From an optimization exercise on the open Yosys and OpenROAD flow, aimed at small area and a short achievable clock period; shortcuts taken in it are not production practice. Function was checked by simulation only, so behaviour that the tests miss may differ from the original. The flow treats the clock pin as an ideal source, which a real chip does not have. Power is estimated from default activity; no workload was simulated.

==> design.v <==
module cpu (
  input clk, rst,
  output [15:0] MeAaddr, Baddr,
  output [15:0] MeMemResult,
  output [1:0] MeMemControl,
  input [15:0] AmemRead, BmemRead,
  output [175:0] registerValue
);
localparam NOP = 5'b00001;
localparam IDLE = 3'd0, EQZ = 3'd1, NEZ = 3'd2, TEQZ = 3'd3, TNEZ = 3'd4,
           JUMP = 3'd5, DB = 3'd6;
reg [4:0]  ifop, op;       
reg [10:0] iflo, lo;       
reg [15:0] pc;             
reg        s1, s2;         
always @(posedge clk or negedge rst)
  if (!rst) begin
    ifop <= NOP;
    op <= NOP;
    pc <= 16'h0000;
    s1 <= 1'b0;
    s2 <= 1'b0;
  end else begin
    ifop <= BmemRead[15:11];
    op <= ifop;
    pc <= Baddr;
    s1 <= 1'b1;
    s2 <= s1;
  end
always @(posedge clk) begin
  iflo <= BmemRead[10:0];
  lo <= iflo;
end
reg [3:0] xd, yd, zd;
reg [2:0] jc;
always @(*) begin
  xd = 0;
  yd = 0;
  zd = 4'hf;
  jc = IDLE;
  case (ifop)
    5'b00000: begin xd = 4'd9; zd = iflo[10:8]; end                  
    5'b00010: jc = DB;                                             
    5'b00100: begin xd = iflo[10:8]; jc = EQZ; end                   
    5'b00101: begin xd = iflo[10:8]; jc = NEZ; end                   
    5'b00110: begin xd = iflo[7:5]; zd = iflo[10:8]; end               
    5'b01000: begin xd = iflo[10:8]; zd = iflo[7:5]; end               
    5'b01001: begin xd = iflo[10:8]; zd = iflo[10:8]; end              
    5'b01010: xd = iflo[10:8];                                       
    5'b01100:
      case (iflo[10:8])
        3'b000: jc = TEQZ;                                         
        3'b001: jc = TNEZ;                                         
        3'b011: begin xd = 4'd9; zd = 4'd9; end                    
        3'b100: begin xd = iflo[7:5]; zd = 4'd9; end                 
        default: ;
      endcase
    5'b01101: zd = iflo[10:8];                                       
    5'b01111: begin xd = iflo[7:5]; zd = iflo[10:8]; end               
    5'b10010: begin yd = 4'd9; zd = iflo[10:8]; end                  
    5'b10011: begin yd = iflo[10:8]; zd = iflo[7:5]; end               
    5'b11010: begin xd = iflo[10:8]; yd = 4'd9; end                  
    5'b11011: begin xd = iflo[7:5]; yd = iflo[10:8]; end               
    5'b11100: begin xd = iflo[10:8]; yd = iflo[7:5]; zd = iflo[4:2]; end  
    5'b11101:
      case (iflo[4:0])
        5'b00000:
          case (iflo[7:5])
            3'b000: begin xd = iflo[10:8]; jc = JUMP; end            
            3'b010: zd = iflo[10:8];                                 
            default: ;
          endcase
        5'b00110, 5'b00111:                                        
          begin xd = iflo[7:5]; yd = iflo[10:8]; zd = iflo[7:5]; end
        5'b01010: begin xd = iflo[7:5]; yd = iflo[10:8]; end           
        5'b01100, 5'b01101:                                        
          begin xd = iflo[7:5]; yd = iflo[10:8]; zd = iflo[10:8]; end
        default: ;
      endcase
    5'b11110:
      if (iflo[0]) begin xd = iflo[10:8]; zd = 4'd8; end               
      else begin xd = 4'd8; zd = iflo[10:8]; end                     
    default: ;
  endcase
end
reg [9:0]  xoh;             
reg [3:0]  yi, zi;          
reg        jEqz, jNez, jTeqz, jTnez, jJr, jB;
reg        fxE, fxM, fyE, fyM;  
reg        aSub, aBy, aB4;      
reg        tSlti, tSlt, tCmp;   
reg  [15:0] exRes, meRes, exAddr, meAddr;
reg  [3:0]  exZ;
reg  [9:0]  meSel;          
reg  [1:0]  exCtl, meCtl;
reg         tf;
always @(posedge clk or negedge rst)
  if (!rst) begin
    xoh <= 10'd1;
    yi <= 4'd0;
    zi <= 4'hf;
    {jEqz, jNez, jTeqz, jTnez, jJr, jB} <= 6'b000000;
    {fxE, fxM, fyE, fyM} <= 4'b0000;
    {aSub, aBy, aB4} <= 3'b000;
    {tSlti, tSlt, tCmp} <= 3'b000;
  end else begin
    xoh <= 10'd1 << xd;
    yi <= yd;
    zi <= zd;
    jEqz <= jc == EQZ;
    jNez <= jc == NEZ;
    jTeqz <= jc == TEQZ;
    jTnez <= jc == TNEZ;
    jJr <= jc == JUMP;
    jB <= jc == DB;
    fxE <= xd == zi;
    fxM <= xd == exZ;
    fyE <= yd == zi;
    fyM <= yd == exZ;
    aSub <= (ifop == 5'b11100 && iflo[1]) || ifop == 5'b01010 || ifop == 5'b11101;
    aBy <= ifop == 5'b11100 || ifop == 5'b11101;
    aB4 <= ifop == 5'b01000;
    tSlti <= ifop == 5'b01010;
    tSlt <= ifop == 5'b11101 && iflo[4:0] == 5'b00010;
    tCmp <= ifop == 5'b11101 && iflo[4:0] == 5'b01010;
  end
wire [15:0] meVal = meCtl[1] ? AmemRead : meRes;
reg  [15:0] q [0:9];       
wire [15:0] rv [0:9];      
genvar i;
generate
  for (i = 0; i < 10; i = i + 1) begin : regs
    assign rv[i] = meSel[i] ? meVal : q[i];
    always @(posedge clk)
      q[i] <= rv[i];
  end
endgenerate
assign registerValue = {rv[0], rv[1], rv[2], rv[3], rv[4], rv[5], rv[6], rv[7],
                        rv[8], rv[9], 16'h0000};
reg [15:0] qx, qy;
reg        qxZero;
integer k;
always @(*) begin
  qx = 16'h0000;
  qy = 16'h0000;
  qxZero = 1'b0;
  for (k = 0; k < 10; k = k + 1) begin
    qx = qx | ({16{xoh[k]}} & q[k]);
    qxZero = qxZero | (xoh[k] & ~|q[k]);
  end
  case (yi)
    4'd0: qy = q[0]; 4'd1: qy = q[1]; 4'd2: qy = q[2]; 4'd3: qy = q[3];
    4'd4: qy = q[4]; 4'd5: qy = q[5]; 4'd6: qy = q[6]; 4'd7: qy = q[7];
    4'd9: qy = q[9];
    default: ;
  endcase
end
wire useAm = fxM & ~fxE & meCtl[1];
wire [15:0] opXEarly = fxE ? exRes : fxM ? meRes : qx;
wire [15:0] opX = useAm ? AmemRead : opXEarly;
wire [15:0] opY = fyE ? exRes : fyM ? meVal : qy;
wire [15:0] sext8 = {{8{lo[7]}}, lo[7:0]};
wire [15:0] sext11 = {{5{lo[10]}}, lo[10:0]};
wire earlyZero = fxE ? ~|exRes : fxM ? ~|meRes : qxZero;
wire xZero;
zeroSelect xZeroSelect (
  .am(AmemRead),
  .useAm(useAm),
  .early(earlyZero),
  .zero(xZero)
);
wire tTake = (jTeqz & ~tf) | (jTnez & tf) | jJr | jB;
wire takeZ = tTake | jEqz;      
wire takeNz = tTake | jNez;     
wire [15:0] relPC = pc + (jB ? sext11 : sext8);
wire [15:0] seqPC = pc + {15'd0, s2};
wire [15:0] target = jJr ? opXEarly : relPC;
wire [15:0] pcZ = takeZ ? target : seqPC;
wire [15:0] pcNz = takeNz ? target : seqPC;
baddrMux baddrSelect (
  .am(AmemRead),
  .useAm(jJr & useAm),
  .sel(xZero),
  .a(pcZ),
  .b(pcNz),
  .y(Baddr)
);
wire is11101 = (op == 5'b11101);
wire [15:0] addB = aBy ? opY : aB4 ? {{12{lo[3]}}, lo[3:0]} : sext8;
wire [16:0] sum = {1'b0, opX} + {1'b0, aSub ? ~addB : addB} + {16'd0, aSub};
wire [3:0] shImm = (lo[4:2] == 3'd0) ? 4'd8 : {1'b0, lo[4:2]};
wire [3:0] shrAmt = (op == 5'b00110) ? shImm : opY[3:0];
function [15:0] rev16(input [15:0] v);
  integer k;
  for (k = 0; k < 16; k = k + 1)
    rev16[k] = v[15 - k];
endfunction
wire shLeft = lo[1:0] == 2'b00;       
wire [15:0] shIn = shLeft ? rev16(opX) : opX;
wire [15:0] shOut = shIn >> shrAmt;
wire [15:0] shr = (is11101 && |opY[15:4]) ? 16'h0000 : shOut;
wire [15:0] shl = rev16(shOut);
wire selAdd = op == 5'b00000 || op == 5'b01000 || op == 5'b01001 ||
              (op == 5'b01100 && lo[10:8] == 3'b011) || (op == 5'b11100 && lo[0]);
wire selX = (op == 5'b01100 && lo[10:8] == 3'b100) || op == 5'b01111 ||
            op == 5'b11010 || op == 5'b11011 || op == 5'b11110;
wire selLi = op == 5'b01101;
wire selShl = op == 5'b00110 && lo[1:0] == 2'b00;
wire selShr = (op == 5'b00110 && lo[1]) || (is11101 && lo[4:1] == 4'b0011);
wire selPC = is11101 && lo[7:0] == 8'b01000000;
wire selAnd = is11101 && lo[4:0] == 5'b01100;
wire selOr = is11101 && lo[4:0] == 5'b01101;
wire [15:0] res = ({16{selAdd}} & sum[15:0]) | ({16{selX}} & opX) |
                  ({16{selLi}} & {8'd0, lo[7:0]}) | ({16{selShl}} & shl) |
                  ({16{selShr}} & shr) | ({16{selPC}} & pc) |
                  ({16{selAnd}} & (opX & opY)) | ({16{selOr}} & (opX | opY));
wire tNext = tSlti ? ~sum[16] : tCmp ? |sum[15:0] : tSlt ? 1'b0 : tf;
wire isMem = op[4] && !op[2] && op[1];           
wire [1:0] ctl = isMem ? (op[3] ? 2'b01 : 2'b10) : 2'b00;
wire [15:0] addr = opY + (op[0] ? {{11{lo[4]}}, lo[4:0]} : sext8);
always @(posedge clk or negedge rst)
  if (!rst) begin
    exZ <= 4'hf;
    meSel <= 10'h3ff;
    exCtl <= 2'b00;
    meCtl <= 2'b00;
    tf <= 1'b0;
    meRes <= 16'h0000;
  end else begin
    exZ <= zi;
    meSel <= 10'd1 << exZ;
    exCtl <= ctl;
    meCtl <= exCtl;
    tf <= tNext;
    meRes <= exRes;
  end
always @(posedge clk) begin
  exRes <= res;
  exAddr <= addr;
  meAddr <= exAddr;
end
assign MeAaddr = meAddr;
assign MeMemResult = meRes;
assign MeMemControl = meCtl;
endmodule
module zeroSelect (
  input [15:0] am,
  input useAm, early,
  output zero
);
assign zero = useAm ? ~|am : early;
endmodule
module baddrMux (
  input [15:0] am,
  input useAm, sel,
  input [15:0] a, b,
  output [15:0] y
);
assign y = useAm ? am : sel ? a : b;
endmodule
==> flow/run.sh <==
#!/bin/bash
# The standard layout with these changes to how it is made:
# - synthesis maps with an area-leaning ABC script (flow/abc_speed.script, put in
#   place of ORFS's in a copy of its scripts folder); everything else in synthesis
#   is ORFS's own, so the registers are the standard synthesis's;
# - the smallest buffer (buf_1) on the ports;
# - clock tree synthesis without dummy loads;
# - timing repair free to resize a cell into one of another footprint;
set -euo pipefail
export FLOW_FLOWDIR=$PWD/flow
rm -rf myscripts
cp -r "$FLOW_HOME/scripts" myscripts
cp flow/abc_speed.script myscripts/abc_speed.script
bash standard.sh "SCRIPTS_DIR=$PWD/myscripts" \
  "BUFFER_PORTS_ARGS=-buffer_cell sky130_fd_sc_hd__buf_1" \
  "CTS_ARGS=-sink_clustering_enable -repair_clock_nets -dont_use_dummy_load" \
  "MATCH_CELL_FOOTPRINT=0" \
  "POST_CTS_TCL=$PWD/flow/post_cts.tcl" finish > make.log 2>&1
==> flow/abc_speed.script <==
&get -n
&st
&dch
&nf -R 100
&put
==> flow/post_cts.tcl <==
# After clock tree synthesis and its timing repair: give back area on cells off
# the critical paths (flow/sizer.tcl), then legalize the placement again.
source $::env(FLOW_FLOWDIR)/sizer.tcl
set_propagated_clock [all_clocks]
estimate_parasitics -placement
report_worst_slack -max
my_downsize
detailed_placement
check_placement -verbose
estimate_parasitics -placement
report_worst_slack -max
==> flow/sizer.tcl <==
proc my_family {master} {
  if {[regexp {^(sky130_fd_sc_hd__[a-z0-9]+)_([0-9]+)$} $master -> fam drv]} {
    return [list $fam $drv]
  }
  return {}
}
set ::my_dont_use {}
if {[info exists ::env(DONT_USE_CELLS)]} { set ::my_dont_use $::env(DONT_USE_CELLS) }
proc my_sizes {master} {

  set fd [my_family $master]
  if {$fd eq {}} { return {} }
  lassign $fd fam drv
  set out {}
  foreach d {0 1 2 3 4 6 8 12 16} {
    set c ${fam}_$d
    if {$d == $drv} { continue }
    if {[lsearch -exact $::my_dont_use $c] >= 0} { continue }
    if {[llength [get_lib_cells -quiet $c]] == 0} { continue }
    lappend out $c
  }
  return $out
}
proc my_ws {} { estimate_parasitics $::my_par_mode; return [expr {[sta::worst_slack_cmd max] * 1e9}] }
set ::my_par_mode -placement
proc my_upsize {max_iter} {
  set ws [my_ws]
  puts "my_upsize: start worst slack [format %.4f $ws]"
  set tried [dict create]
  for {set it 0} {$it < $max_iter} {incr it} {
    set path [lindex [find_timing_paths -path_delay max -group_path_count 1 -sort_by_slack] 0]
    set insts {}
    foreach pt [get_property $path points] {
      set pin [get_property $pt pin]
      set inst [get_cells -quiet -of_objects $pin]
      if {$inst eq ""} { continue }
      set name [get_full_name $inst]
      if {[string match clkbuf_* $name] || [string match clkload* $name]} { continue }
      if {[lsearch -exact $insts $name] < 0} { lappend insts $name }
    }
    set best_ws $ws
    set best {}
    foreach name $insts {
      set inst [get_cells $name]
      set master [get_property $inst ref_name]
      if {[string match *df* $master]} { continue }
      foreach c [my_sizes $master] {
        replace_cell $name $c
        set w [my_ws]
        if {$w > $best_ws + 0.001} { set best_ws $w; set best [list $name $c] }
        replace_cell $name $master
      }
    }
    if {$best eq {}} { break }
    replace_cell {*}$best
    set ws $best_ws
    puts "my_upsize: [lindex $best 0] -> [lindex $best 1], worst slack [format %.4f $ws]"
  }
  puts "my_upsize: end worst slack [format %.4f $ws] after $it steps"
}

# Area recovery: try each cell (other than flip-flops and clock buffers) at a
# smaller drive strength of its family, and keep it if the worst setup slack does
# not drop, the worst hold slack stays above 0.1 ns (or where it was), and no
# slew or load goes over the library's limits. Parasitics are estimated again
# for every trial.
proc my_cell_area {c} { return [get_property [get_lib_cells $c] area] }
proc my_downsize {} {
  set ws [my_ws]
  set hold_floor [expr {min([sta::worst_slack_cmd min] * 1e9, 0.1)}]
  set saved 0.0
  set n 0
  foreach inst [get_cells *] {
    set name [get_full_name $inst]
    if {[string match clkbuf_* $name] || [string match clkload* $name]} { continue }
    set master [get_property $inst ref_name]
    if {[string match *df* $master] || [string match *tap* $master] || [string match *fill* $master] || [string match *conb* $master]} { continue }
    set fd [my_family $master]
    if {$fd eq {}} { continue }
    set drv [lindex $fd 1]
    set a0 [my_cell_area $master]
    foreach c [my_sizes $master] {
      if {[my_cell_area $c] >= $a0} { continue }
      replace_cell $name $c
      if {[my_ws] >= $ws - 0.0005 && [expr {[sta::worst_slack_cmd min] * 1e9}] >= $hold_floor && [sta::max_slew_violation_count] == 0 && [sta::max_capacitance_violation_count] == 0} {
        set saved [expr {$saved + $a0 - [my_cell_area $c]}]
        incr n
        break
      }
      replace_cell $name $master
    }
  }
  puts "my_downsize: $n cells smaller, [format %.1f $saved] um2 saved, worst slack [format %.4f [my_ws]]"
}
==> standard.sh <==
#!/bin/bash
# synth_recipe.tcl (not shown) runs the flow's synth.tcl, then flattens the netlist and writes it again
# the make line also repeats each setting of config.mk as NAME=value (left out here)
make -C /OpenROAD-flow-scripts/flow DESIGN_CONFIG=/design/flow/config.mk WORK_HOME=/design/flow/orfs CLKGATE_MAP_FILE= SYNTH_SCRIPT=/design/flow/synth_recipe.tcl "${@:-finish}"
==> config.mk <==
export PLATFORM = sky130hd
export DESIGN_NAME = cpu
export DESIGN_NICKNAME = cpu
export VERILOG_FILES = /design/flow/design.v
export SDC_FILE = /design/flow/constraint.sdc
export NUM_CORES = 4
export LEC_CHECK = 0
export CAP_MARGIN = 20
export CORE_MARGIN = 2
export CORE_UTILIZATION = 55
export SETUP_SLACK_MARGIN = 5
export SLEW_MARGIN = 20
export SYNTH_HIERARCHICAL = 1
==> constraint.sdc <==
create_clock -name core_clock -period 10.5 [get_ports {clk}]
set_input_delay 2.1000 -clock core_clock [delete_from_list [all_inputs] [get_ports {clk}]]
set_output_delay 2.1000 -clock core_clock [all_outputs]
set_load 0.01 [all_outputs]
==> reports/metrics.cfg, run 1 <==
[sta]
setup_slack_ns=4.54
whs_ns=0.323
hold_viol=0
final.setup.tns_ns=0
fin_crit_ns=5.96
max_freq_ghz=0.168
finalSetupViolations=0
slew_violations=0
finClkSkew_ns=0.0515
min_period_over_period_pct=56.8
timing.slew.headroom_pct=29.7
rsz0062_at_grt=yes
tightest_slew_ns=1.06

[min_path]
hold_path_end=meAddr[6]$_DFF_P_
hold_path_class=flip-flop to flip-flop
hold_path_depth=0
hold_start=exAddr[6]$_DFF_P_

[floorplanning]
rows=64
ios=260
core_area_um2=30400
die_x_um=179
dieArea_um2=32200
initial_core_util_pct=55.6
die_h_um=179

[global_route]
grt_max_degree=78
antenna_found_initial=0
grt_pass1_wl_um=100000
overflow=0
grt_usage_pct=41.2
grt_pass1_vias=16779

[synthesis]
muxShareOfSynthArea_pct=4.91
ys.flop_type=dfxtp_1
synth_top_family_by_area=compound AO/OA/AOI/OAI gates
yosysWarnings=8
synth_top_area_share_pct=27.2
syn_area_um2=16900
synth-seq-area-share_pct=41.7
netlist_top_cells_count=a21oi_1 (294), nor2_1 (280), dfxtp_1 (230)
synth-adder-area-share_pct=3.68
synth-async-reset-ratio_pct=29.7
synth.most_common_cell=a21oi_1
synth_area_leader_cell=dfxtp_1
synth_simple_gate_area_share_pct=20.0
ys_types=57
syn-mean-instance-area_um2=8.51
yosys.area_share.xor_xnor_pct=4.82
synthTopCellsByArea=dfxtp_1 (27%), dfrtp_1 (11%), a21oi_1 (8.7%)
synth-seq-cells=327
synth_edf_count=0
synth_compound_area_share_pct=23.0
synthCells=1988

[placement]
pre_cts_slack_ns=3.96
dp_hpwl_um=51300
routabilityCongestion=1.03
numPortBuffers=243
dpl_cell_area_um2=18700

[final_layout]
areaGrowthSynthToFinish_pct=18.6
antenna_cells=0
drive_above_1_share_pct=8.93
design_area_um2=20100
nNetsFinal=2413

[route]
vias=18371
drt-total-wl_um=69000
drc=0
first_pass_iters=14
ant_nets=0
wire_per_inst_um=25.3
viasPerCell=6.74
drt_iter0_markers=3786

[power_and_ir_drop]
ir_drop_uv=225
leakagePower_nw=7.97
total_power_mw=6.36
p_per_area_nw_per_um2=317

[critical_path]
r2r_start=yi[1]$_DFF_PN0_
crit_arrival_ns=3.86
cp_slowest_cell=nor4_4
cpPeakStageDelay_ns=0.36
crit-reg2reg-capture=tf$_DFFE_PN0P_
crit_type=input port to output pin
cp.required_ns=8.40
cp_cell_sequence=buf_4, nor4_4, nand4_1, mux2i_4, clkbuf_16, mux2i_1, o21ai_1, clkbuf_2
ff2ff_setup_slack_ns=4.95
worstRegToRegCells=19
end_kind=output pin
critPathLaunchType=input port
cp_max_fo=8

[clock_network]
cts_tree=done
clock-sinks=327
clkTransAtPathRegs_ns=0.04
clk_latency_ns=0.55

[run]
max_cap_violations=0

[status]
status=no timing/DRC/antenna violations

==> final cells by class <==
class / instances / area, um2
Tap cell: 396 / 495
Multi-Input combinational cell: 1613 / 10000
Clock buffer: 36 / 901
Inverter: 47 / 180
Fill cell: 2579 / 10400
Sequential cell: 327 / 7090
Timing Repair Buffer: 306 / 1360
==> report_power, final <==
group | switching [mW] | internal [mW] | leakage (nW) | total (mW)
clock network | 0.473 | 0.601 | 0.444 | 1.07
logic | 1.88 | 1.08 | 4.40 | 2.95
registers | 0.612 | 1.72 | 3.13 | 2.33
==> cell usage in the layout, fill, tap and decap left out, types with 52 or more instances in the layout <==
master    count
xnor2_1      55
nor2_1      279
nor4_1       52
a21oi_1     279
a222oi_1    100
nand2_1     223
dfrtp_1      64
dfxtp_1     226
o21ai_0     102
mux2i_1      60
buf_1       236
==> routing by layer <==
| layer | part of all wire [%] | global-route usage (%) | vias up |
|---|---|---|---|
| met3 | 12 | 9.22 | 217 |
| met2 | 45 | 64.8 | 1303 |
| met4 | 4.2 | 16.2 | 0 |
| met1 | 39 | 55.2 | 8710 |
| met5 | 0 | 0 | - |
| li1 | - | - | 8141 |
==> worst max-delay path, delay by kind of cell <==
kind	cells	cell delay, ns
AO/OA/AOI/OAI	1	0.13
buffers and inverters	3	0.53
multiplexers	2	0.53
AND/OR/NAND/NOR	2	0.56
==> registers in the layout, indices dropped and copies added (netlist names), 2 cells and up <==
name / flops
meRes: 16
meCtl: 2
iflo: 11
lo: 11
q: 160
exAddr: 16
yi: 4
xoh: 10
exRes: 16
meAddr: 16
exZ: 4
ifop: 5
pc: 16
zi: 4
op: 5
exCtl: 2
meSel: 10
==> per-module statistics from Yosys (local to each module, per instance) <==
| module | times used | cell area, um2 | flip-flops and latches |
|---|---|---|---|
| cpu | 1 | 16600 | 327 |
| zeroSelect | 1 | 45.0 | 0 |
| baddrMux | 1 | 300 | 0 |
==> metrics by stage <==
step / std cells / util (%)
floorplan: 2003 / -
global placement: 2657 / 61.3
detailed placement: 2658 / 61.3
global route: 2725 / 65.9
finish: 2725 / 65.9
==> worst max-delay path by stage <==
| stage | startpoint | to | slack (ns) | cells past startpoint |
|---|---|---|---|---|
| final | AmemRead[8] | Baddr[4] | 4.54 | 8 |
| after global routing | pc[0]$_DFF_PN0_ | Baddr[14] | 4.47 | 20 |
| after detailed placement | AmemRead[2] | exAddr[15]$_DFF_P_ | 3.96 | 23 |
| after global placement | AmemRead[2] | exAddr[15]$_DFF_P_ | 4.04 | 23 |
| after floorplan | AmemRead[1] | Baddr[0] | 4.90 | 5 |
==> kinds of logic after synthesis <==
| logic type | Yosys count |
|---|---|
| and+or+nand+nor | 750 |
| AOI/OAI and AO/OA | 623 |
| DFF | 327 |
| xor gates and xnor gates | 93 |
| muxes | 82 |
| buffers and inverters | 63 |
| adders and majority gates | 48 |
| other | 2 |
==> run 2: changes to the inputs <==
--- a/flow/run.sh
+++ b/flow/run.sh
@@ -16,3 +16,4 @@
   "CTS_ARGS=-sink_clustering_enable -repair_clock_nets -dont_use_dummy_load" \
   "MATCH_CELL_FOOTPRINT=0" \
-  "POST_CTS_TCL=$PWD/flow/post_cts.tcl" finish > make.log 2>&1
+  "POST_CTS_TCL=$PWD/flow/post_cts.tcl" \
+  "POST_GLOBAL_ROUTE_TCL=$PWD/flow/post_grt.tcl" finish > make.log 2>&1
==> flow/post_grt.tcl (new file) <==
source $::env(FLOW_FLOWDIR)/sizer.tcl
set ::my_par_mode -global_routing
global_route -start_incremental
estimate_parasitics -global_routing
report_worst_slack -max
my_downsize
global_route -end_incremental -congestion_report_file $::env(REPORTS_DIR)/congestion_post_bench_downsize.rpt
estimate_parasitics -global_routing
report_worst_slack -max
write_guides $::env(RESULTS_DIR)/route.guide
==> reports/metrics.cfg, run 2 <==
[final_layout]
fillCellCount=2671
largest_register=q
areaGrowthSynthToFinish_pct=16.6
seq_area_um2=7090
drive_above_1_share_pct=5.71
design_area_um2=19700
layout_common_cells=a21oi_1 (282), nor2_1 (279), buf_1 (260)
largest_register_ffs=160
nNetsFinal=2413
final_util_pct=64.8
layout_commonest_cell=a21oi_1
multi_input_area_um2=9850
antenna_cells=0

[floorplanning]
core_area_um2=30400
dieArea_um2=32200
die_h_um=179
initial_core_util_pct=55.6
rows=64
ios=260
die_x_um=179

[placement]
dp_hpwl_um=51300
routabilityCongestion=1.03
dpl_cell_area_um2=18700
numPortBuffers=243

[sta]
min_period_over_period_pct=56.9
whs_ns=0.323
max_freq_ghz=0.167
finalSetupViolations=0
finClkSkew_ns=0.0524
fin_crit_ns=5.97
slew_violations=0
final.setup.tns_ns=0
tightest_slew_ns=1.37
timing.slew.headroom_pct=8.33
hold_viol=0

[synthesis]
synth_simple_gate_area_share_pct=20.0
synth_compound_area_share_pct=23.0
ys.flop_type=dfxtp_1
muxShareOfSynthArea_pct=4.91
netlist_top_cells_count=a21oi_1 (294), nor2_1 (280), dfxtp_1 (230)
synth_top_family_by_area=compound AO/OA/AOI/OAI gates
synth_edf_count=0
synth-async-reset-ratio_pct=29.7
synthCells=1988
yosys.area_share.xor_xnor_pct=4.82
syn_area_um2=16900
synth-seq-area-share_pct=41.7
synth_area_leader_cell=dfxtp_1
synth_top_area_share_pct=27.2
ys_types=57
synth-seq-cells=327
synth-adder-area-share_pct=3.68
synthTopCellsByArea=dfxtp_1 (27%), dfrtp_1 (11%), a21oi_1 (8.7%)
syn-mean-instance-area_um2=8.51
yosysWarnings=8
synth.most_common_cell=a21oi_1

[global_route]
overflow=0
grt_pass1_vias=16779
antenna_found_initial=0
grt_max_degree=78
grt_pass1_wl_um=100000
grt_usage_pct=41.2

[clock_network]
clock-sinks=327
clk_latency_ns=0.55
cts_tree=done
clkTransAtPathRegs_ns=0.04

[critical_path]
r2r_start=yi[3]$_DFF_PN0_
cp.required_ns=8.40
worstRegToRegCells=19
end_kind=output pin
crit-reg2reg-capture=tf$_DFFE_PN0P_
crit_type=input port to output pin
crit_arrival_ns=3.87
ff2ff_setup_slack_ns=4.82
cp_max_fo=8
critPathLaunchType=input port

[min_path]
hold_start=exAddr[6]$_DFF_P_
hold_path_class=flip-flop to flip-flop
hold_path_end=meAddr[6]$_DFF_P_
hold_path_depth=0

[power_and_ir_drop]
leakagePower_nw=7.76
p_per_area_nw_per_um2=319
p_sw_share_pct=46.9
power_frac_comb_pct=45.9
p_seq_share_pct=37.0
ir_drop_uv=225
p_clk_share_pct=17.1
p_switching_mw=2.95
p_int_mw=3.34
total_power_mw=6.29

[route]
ant_nets=0
wire_per_inst_um=25.3
drc=0
vias=18478
drt-total-wl_um=69000
first_pass_iters=14
drt_iter0_markers=3561
viasPerCell=6.78

[status]
status=no timing/DRC/antenna violations

[run]
max_cap_violations=0

-- run 2: changes by cell type in the layout (fill, tap and decap cells not counted), moves of 3 or more --
cell and delta:
a21oi_1 +3, a21oi_2 -3, buf_1 +24, buf_4 -19, buf_6 -3, clkbuf_1 +27
clkbuf_2 -26, mux2i_1 +14, mux2i_2 -5, mux2i_4 -9, o21ai_1 +3, o21ai_2 -3
-- run 2: metal layers --
| metal | up-vias | part of all wire [%] | GRT usage, % |
|---|---|---|---|
| met5 | - | 0 | 0 |
| met1 | 8752 | 39 | 55.2 |
| li1 | 8132 | - | - |
| met3 | 238 | 12 | 9.22 |
| met4 | 0 | 4.5 | 16.2 |
| met2 | 1356 | 44 | 64.8 |
-- run 2: power by group through the flow --
stage | sequential [mW] | combinational [mW] | clock [mW]
floorplan | 2.09 | 1.81 | 0
global placement | 2.30 | 2.66 | 0
finish | 2.33 | 2.89 | 1.07
detailed placement | 2.30 | 2.70 | 0
-- run 2: modules after synthesis, one instance, submodules excluded --
module      cells inside  flip-flops and latches  times used  area, um2
zeroSelect             7                       0           1       45.0
baddrMux              48                       0           1        300
cpu                 1933                     327           1      16600
-- run 2: per-stage QoR --
step | worst slack (ns) | instances
after floorplan | 4.90 | 2003
after global placement | 4.04 | 2657
after detailed placement | 3.96 | 2658
final | 4.53 | 2725
-- run 2: how the worst max path moves through the flow --
stage	start	end	slack (ns)	cells after the start
after floorplan	AmemRead[1]	Baddr[0]	4.90	5
after global placement	AmemRead[2]	exAddr[15]$_DFF_P_	4.04	23
after detailed placement	AmemRead[2]	exAddr[15]$_DFF_P_	3.96	23
final	AmemRead[14]	Baddr[4]	4.53	8
-- run 2: area by class of cell --
type | count | area share, %
multi-input combinational | 1613 | 49.9
clock buffer | 36 | 4.57
inverter | 47 | 0.913
timing repair buffer | 306 | 6.15
sequential | 327 | 35.9
tap | 396 | 2.51
-- run 2: kinds of logic after synthesis --
family	count (synthesis)
other	2
AO/OA/AOI/OAI	623
XOR/XNOR	93
adder cells (fa/ha/maj)	48
multiplexers	82
buffers and inverters	63
AND/OR/NAND/NOR	750
flip-flops	327
-- run 2: worst max-delay path: stages --
cell,delay [ns]
buf_2,0.16
nor4_4,0.38
nand4_1,0.20
mux2i_4,0.28
clkbuf_16,0.25
mux2i_1,0.23
o21ai_1,0.13
clkbuf_1,0.14

## re-timing with driven ports
Ports are ideal in the flow. The routed layouts listed here were re-timed in OpenROAD.
Step 1 sets driving cells, clkbuf_16 on the clock port and buf_2 on the other inputs (assumed; they add their load-dependent delay and slew).
Step 2 moves the port delays by t, midway between the first and last clock arrival at a register: inputs arrive t later, outputs are due t later. That takes back most of the time a late clock gives input paths.
a / b / c = ideal ports / drivers / drivers and shift; a / b = the first two.
| run | t, ns | setup WS [ns] | hold slack, ns | worst setup path after step 2 | pins driven straight from the clock port |
|---|---|---|---|---|---|
| run 1 | 0.583 | 4.538 / 4.500 / 4.504 | 0.323 / 0.323 / 0.323 | input to output | 1 |
| run 2 | 0.583 | 4.527 / 4.489 / 4.215 | 0.323 / 0.323 / 0.323 | input to register | 1 |
After both steps every run listed still meets setup and hold. The setup slack of run 2, which loses most, moves by -0.038 ns with the drivers and by -0.312 ns with both steps.
